This design comes from an exercise in tuning for small area, a short achievable clock period and few clock cycles on the open sky130 flow, not from production work. RTL that was checked went through simulation tests only; none was proved equivalent to the original. Power figures rest on the tool's default switching activity, not on a simulated workload.

Setup of run E:
==> flow/design.v <==
`timescale 1ns / 1ps
module iterative_divider (
    input  wire [16:0] t_in,
    input  wire        a_in,
    input  wire [15:0] v,
    input  wire        mask,       
    input  wire [6:0]  wx,
    input  wire [6:0]  wy,
    input  wire [16:0] accx_in,
    input  wire        satx_in,
    input  wire [15:0] accy_in,
    input  wire        saty_in,
    output wire [16:0] t_out,
    output wire [16:0] accx_out,
    output wire        satx_out,
    output wire [15:0] accy_out,
    output wire        saty_out
);
    wire [17:0] u  = {t_in, a_in};
    wire [18:0] v1 = {3'b0, v};
    wire [18:0] v2 = {2'b0, v, 1'b0};
    wire [18:0] e1 = {1'b0, u} - v1;
    wire [18:0] e2 = {1'b0, u} - v2;
    wire [18:0] na = ~v1;
    wire [18:0] nb = ~v2;
    wire [18:0] uu = {1'b0, u};
    wire [18:0] cs_s = uu ^ na ^ nb;
    wire [18:0] cs_c = {(uu[17:0] & na[17:0]) | (uu[17:0] & nb[17:0]) | (na[17:0] & nb[17:0]), 1'b0};
    wire [18:0] e3 = cs_s + cs_c + 19'd2;
    wire g1 = ~e1[18];
    wire g2 = ~e2[18];
    wire g3 = ~e3[18];
    wire s3 = g3;
    wire s2 = g2 & ~g3;
    wire s1 = g1 & ~g2;
    wire s0 = ~g1;
    wire [15:0] r = ({16{s3}} & e3[15:0]) | ({16{s2}} & e2[15:0]) |
                    ({16{s1}} & e1[15:0]) | ({16{s0}} & u[15:0]);
    assign t_out = {r, 1'b0};
    wire m = ~mask;
    horner4 #(.W(17)) hx (
        .acc(accx_in), .sat(satx_in), .w(wx),
        .s0(s0 | mask), .s1(s1 & m), .s2(s2 & m), .s3(s3 & m),
        .acc_out(accx_out), .sat_out(satx_out));
    horner4 #(.W(16)) hy (
        .acc(accy_in), .sat(saty_in), .w(wy),
        .s0(s0 | mask), .s1(s1 & m), .s2(s2 & m), .s3(s3 & m),
        .acc_out(accy_out), .sat_out(saty_out));
endmodule
module horner4 #(
    parameter W = 17
) (
    input  wire [W-1:0] acc,
    input  wire         sat,
    input  wire [6:0]   w,
    input  wire         s0, s1, s2, s3,
    output wire [W-1:0] acc_out,
    output wire         sat_out
);
    localparam H = W - 7;                     
    wire [8:0]   w1 = {2'b0, w};
    wire [8:0]   w2 = {1'b0, w, 1'b0};
    wire [8:0]   w3 = w1 + w2;
    wire [7:0]   l1 = {1'b0, acc[6:0]} + {3'b0, w1[8:2]};
    wire [7:0]   l2 = {1'b0, acc[6:0]} + {2'b0, w2[8:2]};
    wire [7:0]   l3 = {1'b0, acc[6:0]} + {1'b0, w3[8:2]};
    wire [H-1:0] hi  = acc[W-1:7];
    wire [H-1:0] hi1 = hi + 1'b1;
    wire top = |hi[H-1:H-2];
    wire all1 = &hi[H-3:0];
    wire [W-1:0] c0 = {hi[H-3:0], acc[6:0], 2'b00};
    wire [W-1:0] c1 = {l1[7] ? hi1[H-3:0] : hi[H-3:0], l1[6:0], w1[1:0]};
    wire [W-1:0] c2 = {l2[7] ? hi1[H-3:0] : hi[H-3:0], l2[6:0], w2[1:0]};
    wire [W-1:0] c3 = {l3[7] ? hi1[H-3:0] : hi[H-3:0], l3[6:0], w3[1:0]};
    assign acc_out = ({W{s0}} & c0) | ({W{s1}} & c1) | ({W{s2}} & c2) | ({W{s3}} & c3);
    assign sat_out = sat | top | (all1 & ((s1 & l1[7]) | (s2 & l2[7]) | (s3 & l3[7])));
endmodule
`timescale 1ns / 1ps
module physics_engine #(
    parameter SCREEN_WIDTH = 320,
    parameter SCREEN_HEIGHT = 240
    ) (
    input  wire        clk,
    input  wire        resetn,
    input  wire        fire,
    input  wire [15:0] axi_Z_dist,
    input  wire [15:0] axi_arrow_vel,
    input  wire [7:0]  wind_x_in,
    input  wire [7:0]  wind_y_in,
    input  wire [8:0]  aim_x,
    input  wire [7:0]  aim_y,
    output wire        result_valid,
    output reg [8:0]   land_x,
    output reg [7:0]   land_y
);
    function [19:0] norm16;      
        input [15:0] x;
        reg   [15:0] y;
        reg   [3:0]  n;
        begin
            y = x; n = 4'd0;
            if (y[15:8] == 8'd0) begin y = {y[7:0], 8'd0};  n[3] = 1'b1; end
            if (y[15:12] == 4'd0) begin y = {y[11:0], 4'd0}; n[2] = 1'b1; end
            if (y[15:14] == 2'd0) begin y = {y[13:0], 2'd0}; n[1] = 1'b1; end
            if (y[15] == 1'b0)    begin y = {y[14:0], 1'b0}; n[0] = 1'b1; end
            norm16 = {n, y};
        end
    endfunction
    function [4:0] bitlen;
        input [16:0] x;
        integer i;
        begin
            bitlen = 5'd0;
            for (i = 0; i < 17; i = i + 1)
                if (x[i]) bitlen = i + 1;
        end
    endfunction
    wire [19:0] nz = norm16(axi_Z_dist);
    wire [19:0] nv = norm16(axi_arrow_vel);
    wire [5:0]  s  = 6'd8 + {2'b0, nv[19:16]} - {2'b0, nz[19:16]};
    wire        zero_q = ~nv[15] | ~nz[15] | s[5];
    reg         busy;        
    reg         fin;         
    reg  [3:0]  cnt;         
    reg  [16:0] t;
    reg         a;
    reg  [14:0] vn;          
    reg  [6:0]  wxm, wym;
    reg         wxn, wyn;
    reg  [8:0]  ax;
    reg  [7:0]  ay;
    reg  [16:0] accx;
    reg  [15:0] accy;
    reg         satx, saty;
    wire [16:0] t_nx;
    wire [16:0] accx_nx;
    wire [15:0] accy_nx;
    wire        satx_nx, saty_nx;
    iterative_divider core (
        .t_in(t), .a_in(a), .v({1'b1, vn}), .mask(cnt[3]), .wx(wxm), .wy(wym),
        .accx_in(accx), .satx_in(satx), .accy_in(accy), .saty_in(saty),
        .t_out(t_nx), .accx_out(accx_nx), .satx_out(satx_nx),
        .accy_out(accy_nx), .saty_out(saty_nx));
    wire [8:0] tx_in = wind_x_in[7] ? aim_x : SCREEN_WIDTH - aim_x;
    wire [8:0] ty_in = wind_y_in[7] ? {1'b0, aim_y} : SCREEN_HEIGHT - {1'b0, aim_y};
    wire d0x_in = (wind_x_in[6:0] == 7'd0) |
                  (wind_x_in[7] ? (aim_x == 9'd0) : (aim_x >= SCREEN_WIDTH));
    wire d0y_in = (wind_y_in[6:0] == 7'd0) |
                  (wind_y_in[7] ? (aim_y == 8'd0) : ({1'b0, aim_y} >= SCREEN_HEIGHT));
    reg  [3:0] jx, jy;
    reg        d0x, d0y;
    always @(posedge clk) begin
        if (fire) begin
            jx  <= bitlen({8'd0, tx_in}) ;
            jy  <= bitlen({8'd0, ty_in}) ;
            d0x <= d0x_in;
            d0y <= d0y_in;
        end
    end
    wire signed [6:0] ex = $signed({3'b0, jx}) + 7'sd6 - $signed({2'b0, cnt, 1'b0});
    wire signed [6:0] ey = $signed({3'b0, jy}) + 7'sd6 - $signed({2'b0, cnt, 1'b0});
    reg  [16:0] mkx;
    reg  [15:0] mky;
    integer i;
    always @* begin
        for (i = 0; i < 17; i = i + 1) mkx[i] = (ex <= i);
        for (i = 0; i < 16; i = i + 1) mky[i] = (ey <= i);
    end
    wire big_x = satx | (|(accx & mkx));
    wire big_y = saty | (|(accy & mky));
    wire det_x = d0x | big_x;
    wire det_y = d0y | big_y;
    reg  done;
    always @(posedge clk) begin
        if (!resetn)
            done <= 1'b0;
        else if (fire)
            done <= d0x_in & d0y_in;
        else
            done <= busy & ~done & det_x & det_y;
    end
    assign result_valid = fin | (busy & done);
    wire [10:0] qx = wxn ? {2'b0, ax} - {2'b0, accx[16:8]} : {2'b0, ax} + {2'b0, accx[16:8]};
    wire [9:0]  qy = wyn ? {2'b0, ay} - {2'b0, accy[15:8]} : {2'b0, ay} + {2'b0, accy[15:8]};
    wire x_lo = wxn & (satx | qx[10]);
    wire x_hi = ~x_lo & ((~wxn & satx) | qx >= SCREEN_WIDTH);
    wire y_lo = wyn & (saty | qy[9]);
    wire y_hi = ~y_lo & ((~wyn & saty) | qy >= SCREEN_HEIGHT);
    always @* begin
        land_x = x_lo ? 9'd0 : x_hi ? SCREEN_WIDTH - 1 : qx[8:0];
        land_y = y_lo ? 8'd0 : y_hi ? SCREEN_HEIGHT - 1 : qy[7:0];
    end
    always @(posedge clk) begin
        if (!resetn) begin
            busy <= 1'b0;
            fin  <= 1'b0;
        end else if (fire) begin
            busy <= ~zero_q;
            fin  <= zero_q;
        end else begin
            busy <= busy & ~done & (cnt != 4'd0);
            fin  <= busy & ~done & (cnt == 4'd0);
        end
    end
    always @(posedge clk) begin
        if (fire) begin
            vn   <= nv[14:0];
            wxm  <= wind_x_in[6:0];
            wym  <= wind_y_in[6:0];
            wxn  <= wind_x_in[7];
            wyn  <= wind_y_in[7];
            ax   <= aim_x;
            ay   <= aim_y;
        end
    end
    always @(posedge clk) begin
        if (fire) begin
            t    <= s[0] ? {1'b0, nz[15:0]} : {2'b0, nz[15:1]};
            a    <= ~s[0] & nz[0];
            cnt  <= s[4:1];
            accx <= 17'd0;
            accy <= 16'd0;
            satx <= 1'b0;
            saty <= 1'b0;
        end else begin
            t    <= t_nx;
            a    <= 1'b0;
            cnt  <= cnt - 4'd1;
            accx <= accx_nx;
            accy <= accy_nx;
            satx <= satx_nx | big_x;
            saty <= saty_nx | big_y;
        end
    end
endmodule
clock: 6.0 ns
lec_check: 0
abc_clock_period_in_ps: 3500
cap_margin: 20
core_margin: 2
core_utilization: 40
setup_slack_margin: 1.5
slew_margin: 20
run.sh (not shown) runs the stock make flow with config.mk's settings and CLKGATE_MAP_FILE= SYNTH_SCRIPT=/design/flow/synth_recipe.tcl, a recipe that flattens the netlist after the stock synthesis.
#### Input delta (run A over run E)
--- a/flow/design.v
+++ b/flow/design.v
@@ -171,20 +171,14 @@
     wire det_x = d0x | big_x;
     wire det_y = d0y | big_y;
-    reg  done;
-    always @(posedge clk) begin
-        if (!resetn)
-            done <= 1'b0;
-        else if (fire)
-            done <= d0x_in & d0y_in;
-        else
-            done <= busy & ~done & det_x & det_y;
-    end
-    assign result_valid = fin | (busy & done);
+    wire det   = det_x & det_y;
+    assign result_valid = fin | (busy & det);
     wire [10:0] qx = wxn ? {2'b0, ax} - {2'b0, accx[16:8]} : {2'b0, ax} + {2'b0, accx[16:8]};
     wire [9:0]  qy = wyn ? {2'b0, ay} - {2'b0, accy[15:8]} : {2'b0, ay} + {2'b0, accy[15:8]};
-    wire x_lo = wxn & (satx | qx[10]);
-    wire x_hi = ~x_lo & ((~wxn & satx) | qx >= SCREEN_WIDTH);
-    wire y_lo = wyn & (saty | qy[9]);
-    wire y_hi = ~y_lo & ((~wyn & saty) | qy >= SCREEN_HEIGHT);
+    wire fx = busy & big_x;
+    wire fy = busy & big_y;
+    wire x_lo = wxn & (satx | fx | qx[10]);
+    wire x_hi = ~x_lo & ((~wxn & (satx | fx)) | qx >= SCREEN_WIDTH);
+    wire y_lo = wyn & (saty | fy | qy[9]);
+    wire y_hi = ~y_lo & ((~wyn & (saty | fy)) | qy >= SCREEN_HEIGHT);
     always @* begin
         land_x = x_lo ? 9'd0 : x_hi ? SCREEN_WIDTH - 1 : qx[8:0];
@@ -199,6 +193,6 @@
             fin  <= zero_q;
         end else begin
-            busy <= busy & ~done & (cnt != 4'd0);
-            fin  <= busy & ~done & (cnt == 4'd0);
+            busy <= busy & ~det & (cnt != 4'd0);
+            fin  <= busy & ~det & (cnt == 4'd0);
         end
     end
@@ -229,6 +223,6 @@
             accx <= accx_nx;
             accy <= accy_nx;
-            satx <= satx_nx | big_x;
-            saty <= saty_nx | big_y;
+            satx <= satx_nx;
+            saty <= saty_nx;
         end
     end
### Flow results
Run A has completed all stages; timing, DRC and antenna checks passed.
Summary of run A over run E: synthesized cell count went up by 0.94%; number of logic inverters in the finished layout lost 25; global-route usage now sits lower; footprint of the flip-flops and latches lower; total die area +1.0%.
In run A the maximum clock rate turned out 11% lower than in run E.
Setup slack in run A is smaller than in run E.
Taking run E as the reference, in run A overall power of the completed layout now larger; standard-cell row count about even.
No run of this note included a check of the RTL's function; only the layout flow was run.


physics_engine, a different RTL version from the one above (not shown whole).
For scale: about 110 flip-flops, about 86 I/O pins, roughly 14000 sq um of cells after synthesis.
==> module physics_engine, before the edit <==
module physics_engine #(
    parameter SCREEN_WIDTH = 320,
    parameter SCREEN_HEIGHT = 240
    ) (
    input  wire        clk,
    input  wire        resetn,
    input  wire        fire,
    input  wire [15:0] axi_Z_dist,
    input  wire [15:0] axi_arrow_vel,
    input  wire [7:0]  wind_x_in,
    input  wire [7:0]  wind_y_in,
    input  wire [8:0]  aim_x,
    input  wire [7:0]  aim_y,
    output wire        result_valid,
    output reg [8:0]   land_x,
    output reg [7:0]   land_y
);
    function [19:0] norm16;      
        input [15:0] x;
        reg   [15:0] y;
        reg   [3:0]  n;
        begin
            y = x; n = 4'd0;
            if (y[15:8] == 8'd0) begin y = {y[7:0], 8'd0};  n[3] = 1'b1; end
            if (y[15:12] == 4'd0) begin y = {y[11:0], 4'd0}; n[2] = 1'b1; end
            if (y[15:14] == 2'd0) begin y = {y[13:0], 2'd0}; n[1] = 1'b1; end
            if (y[15] == 1'b0)    begin y = {y[14:0], 1'b0}; n[0] = 1'b1; end
            norm16 = {n, y};
        end
    endfunction
    function [4:0] bitlen;
        input [16:0] x;
        integer i;
        begin
            bitlen = 5'd0;
            for (i = 0; i < 17; i = i + 1)
                if (x[i]) bitlen = i + 1;
        end
    endfunction
    wire [19:0] nz = norm16(axi_Z_dist);
    wire [19:0] nv = norm16(axi_arrow_vel);
    wire [5:0]  s  = 6'd8 + {2'b0, nv[19:16]} - {2'b0, nz[19:16]};
    wire        zero_q = ~nv[15] | ~nz[15] | s[5];
    reg         busy;        
    reg         fin;         
    reg  [3:0]  cnt;         
    reg  [16:0] t;
    reg         a;
    reg  [14:0] vn;          
    reg  [6:0]  wxm, wym;
    reg         wxn, wyn;
    reg  [8:0]  ax;
    reg  [7:0]  ay;
    reg  [16:0] accx;
    reg  [15:0] accy;
    reg         satx, saty;
    wire [16:0] t_nx;
    wire [16:0] accx_nx;
    wire [15:0] accy_nx;
    wire        satx_nx, saty_nx;
    iterative_divider core (
        .t_in(t), .a_in(a), .v({1'b1, vn}), .mask(cnt[3]), .wx(wxm), .wy(wym),
        .accx_in(accx), .satx_in(satx), .accy_in(accy), .saty_in(saty),
        .t_out(t_nx), .accx_out(accx_nx), .satx_out(satx_nx),
        .accy_out(accy_nx), .saty_out(saty_nx));
    function [3:0] jpos_x;       
        input [8:0] a;
        begin
            jpos_x = (a <= 9'd64)  ? 4'd9 : (a <= 9'd192) ? 4'd8 :
                     (a <= 9'd256) ? 4'd7 : (a <= 9'd288) ? 4'd6 :
                     (a <= 9'd304) ? 4'd5 : (a <= 9'd312) ? 4'd4 :
                     (a <= 9'd316) ? 4'd3 : (a <= 9'd318) ? 4'd2 : 4'd1;
        end
    endfunction
    function [3:0] jpos_y;       
        input [7:0] a;
        begin
            jpos_y = (a <= 8'd112) ? 4'd8 : (a <= 8'd176) ? 4'd7 :
                     (a <= 8'd208) ? 4'd6 : (a <= 8'd224) ? 4'd5 :
                     (a <= 8'd232) ? 4'd4 : (a <= 8'd236) ? 4'd3 :
                     (a <= 8'd238) ? 4'd2 : 4'd1;
        end
    endfunction
    wire [3:0] jx = wxn ? bitlen({8'd0, ax}) : jpos_x(ax);
    wire [3:0] jy = wyn ? bitlen({9'd0, ay}) : jpos_y(ay);
    wire d0x = (wxm == 7'd0);
    wire d0y = (wym == 7'd0);
    wire d0x_in = (wind_x_in[6:0] == 7'd0);
    wire d0y_in = (wind_y_in[6:0] == 7'd0);
    wire [5:0] fx = {2'b0, jx} + 6'd22 - {1'b0, cnt, 1'b0};
    wire [5:0] fy = {2'b0, jy} + 6'd22 - {1'b0, cnt, 1'b0};
    reg  [16:0] mkx;
    reg  [15:0] mky;
    integer i;
    always @* begin
        for (i = 0; i < 17; i = i + 1) mkx[i] = (fx <= i + 16);
        for (i = 0; i < 16; i = i + 1) mky[i] = (fy <= i + 16);
    end
    wire big_x = satx | (|(accx & mkx));
    wire big_y = saty | (|(accy & mky));
    wire det_x = d0x | big_x;
    wire det_y = d0y | big_y;
    reg  done;
    always @(posedge clk) begin
        if (!resetn)
            done <= 1'b0;
        else if (fire)
            done <= d0x_in & d0y_in;
        else
            done <= busy & ~done & det_x & det_y;
    end
    assign result_valid = fin | (busy & done);
    wire [10:0] qx = wxn ? {2'b0, ax} - {2'b0, accx[16:8]} : {2'b0, ax} + {2'b0, accx[16:8]};
    wire [9:0]  qy = wyn ? {2'b0, ay} - {2'b0, accy[15:8]} : {2'b0, ay} + {2'b0, accy[15:8]};
    wire x_lo = wxn & (satx | qx[10]);
    wire x_hi = ~x_lo & ((~wxn & satx) | qx >= SCREEN_WIDTH);
    wire y_lo = wyn & (saty | qy[9]);
    wire y_hi = ~y_lo & ((~wyn & saty) | qy >= SCREEN_HEIGHT);
    always @* begin
        land_x = x_lo ? 9'd0 : x_hi ? SCREEN_WIDTH - 1 : qx[8:0];
        land_y = y_lo ? 8'd0 : y_hi ? SCREEN_HEIGHT - 1 : qy[7:0];
    end
    always @(posedge clk) begin
        if (!resetn) begin
            busy <= 1'b0;
            fin  <= 1'b0;
        end else if (fire) begin
            busy <= ~zero_q;
            fin  <= zero_q;
        end else begin
            busy <= busy & ~done & (cnt != 4'd0);
            fin  <= busy & ~done & (cnt == 4'd0);
        end
    end
    always @(posedge clk) begin
        if (fire) begin
            vn   <= nv[14:0];
            wxm  <= wind_x_in[6:0];
            wym  <= wind_y_in[6:0];
            wxn  <= wind_x_in[7];
            wyn  <= wind_y_in[7];
            ax   <= aim_x;
            ay   <= aim_y;
        end
    end
    always @(posedge clk) begin
        if (fire) begin
            t    <= s[0] ? {1'b0, nz[15:0]} : {2'b0, nz[15:1]};
            a    <= ~s[0] & nz[0];
            cnt  <= s[4:1];
            accx <= 17'd0;
            accy <= 16'd0;
            satx <= 1'b0;
            saty <= 1'b0;
        end else begin
            t    <= t_nx;
            a    <= 1'b0;
            cnt  <= cnt - 4'd1;
            accx <= accx_nx;
            accy <= accy_nx;
            satx <= satx_nx | big_x;
            saty <= saty_nx | big_y;
        end
    end
endmodule
Settings: LEC_CHECK=0, ABC_CLOCK_PERIOD_IN_PS=3500, CAP_MARGIN=20, CORE_MARGIN=2, CORE_UTILIZATION=40, SETUP_SLACK_MARGIN=1.5, SLEW_MARGIN=20; clock period 6.0 ns.
Testbench counts at the start, summed over its fixed seeds: cycles 8,553.
Change:
--- a/flow/design.v
+++ b/flow/design.v
@@ -187,10 +187,10 @@
         else
             done <= busy & ~done & det_x & det_y;
     end
     assign result_valid = fin | (busy & done);
-    wire [10:0] qx = wxn ? {2'b0, ax} - {2'b0, accx[16:8]} : {2'b0, ax} + {2'b0, accx[16:8]};
-    wire [9:0]  qy = wyn ? {2'b0, ay} - {2'b0, accy[15:8]} : {2'b0, ay} + {2'b0, accy[15:8]};
+    wire [10:0] qx = {2'b0, ax} + ({2'b0, accx[16:8]} ^ {11{wxn}}) + {10'd0, wxn};
+    wire [9:0]  qy = {2'b0, ay} + ({2'b0, accy[15:8]} ^ {10{wyn}}) + {9'd0, wyn};
     wire x_lo = wxn & (satx | qx[10]);
     wire x_hi = ~x_lo & ((~wxn & satx) | qx >= SCREEN_WIDTH);
     wire y_lo = wyn & (saty | qy[9]);
     wire y_hi = ~y_lo & ((~wyn & saty) | qy >= SCREEN_HEIGHT);
The changed run completed without violations.
Worst hold slack gets better by 0.018 ns.
Fmax decreases by about 1%.
Critical path depth decreases by 3.
Utilization shrinks by 0.39 points.
Clock-buffer cell count is lower by 1.
Wire length went up by 2.9%.
For the second run of this note, only the layout was checked, not whether the RTL still works.

-- afterwards: timing with drivers on the ports --
No port has a modelled driver above. Below, the same layouts with a new extraction and two added sets of constraints.
Step 1 sets driving cells, clkbuf_16 on the clock port and buf_2 on the other inputs (assumed; they add their load-dependent delay and slew).
Step 2 moves the port delays by t, midway between the first and last clock arrival at a register: inputs arrive t later, outputs are due t later. That takes back most of the time a late clock gives input paths.
a / b / c = no drivers / after step 1 / after step 2; a / b = the first two.
| run | t, ns | setup slack, ns | worst data-port slew with drivers (ns) |
|---|---|---|---|
| run E | 0.480 | 1.575 / 1.523 / 1.225 | 0.04 |
| run A | 0.472 | 1.016 / 0.966 / 1.260 | 0.07 |
| the first run of note 2 | 0.423 | 1.417 / 1.367 / 1.214 | 0.04 |
| the second run of note 2 | 0.428 | 1.371 / 1.319 / 1.277 | 0.04 |
After both steps setup and hold are still met in every run listed. The setup slack of run E, which loses most, moves by -0.052 ns with the drivers and by -0.350 ns with both steps.
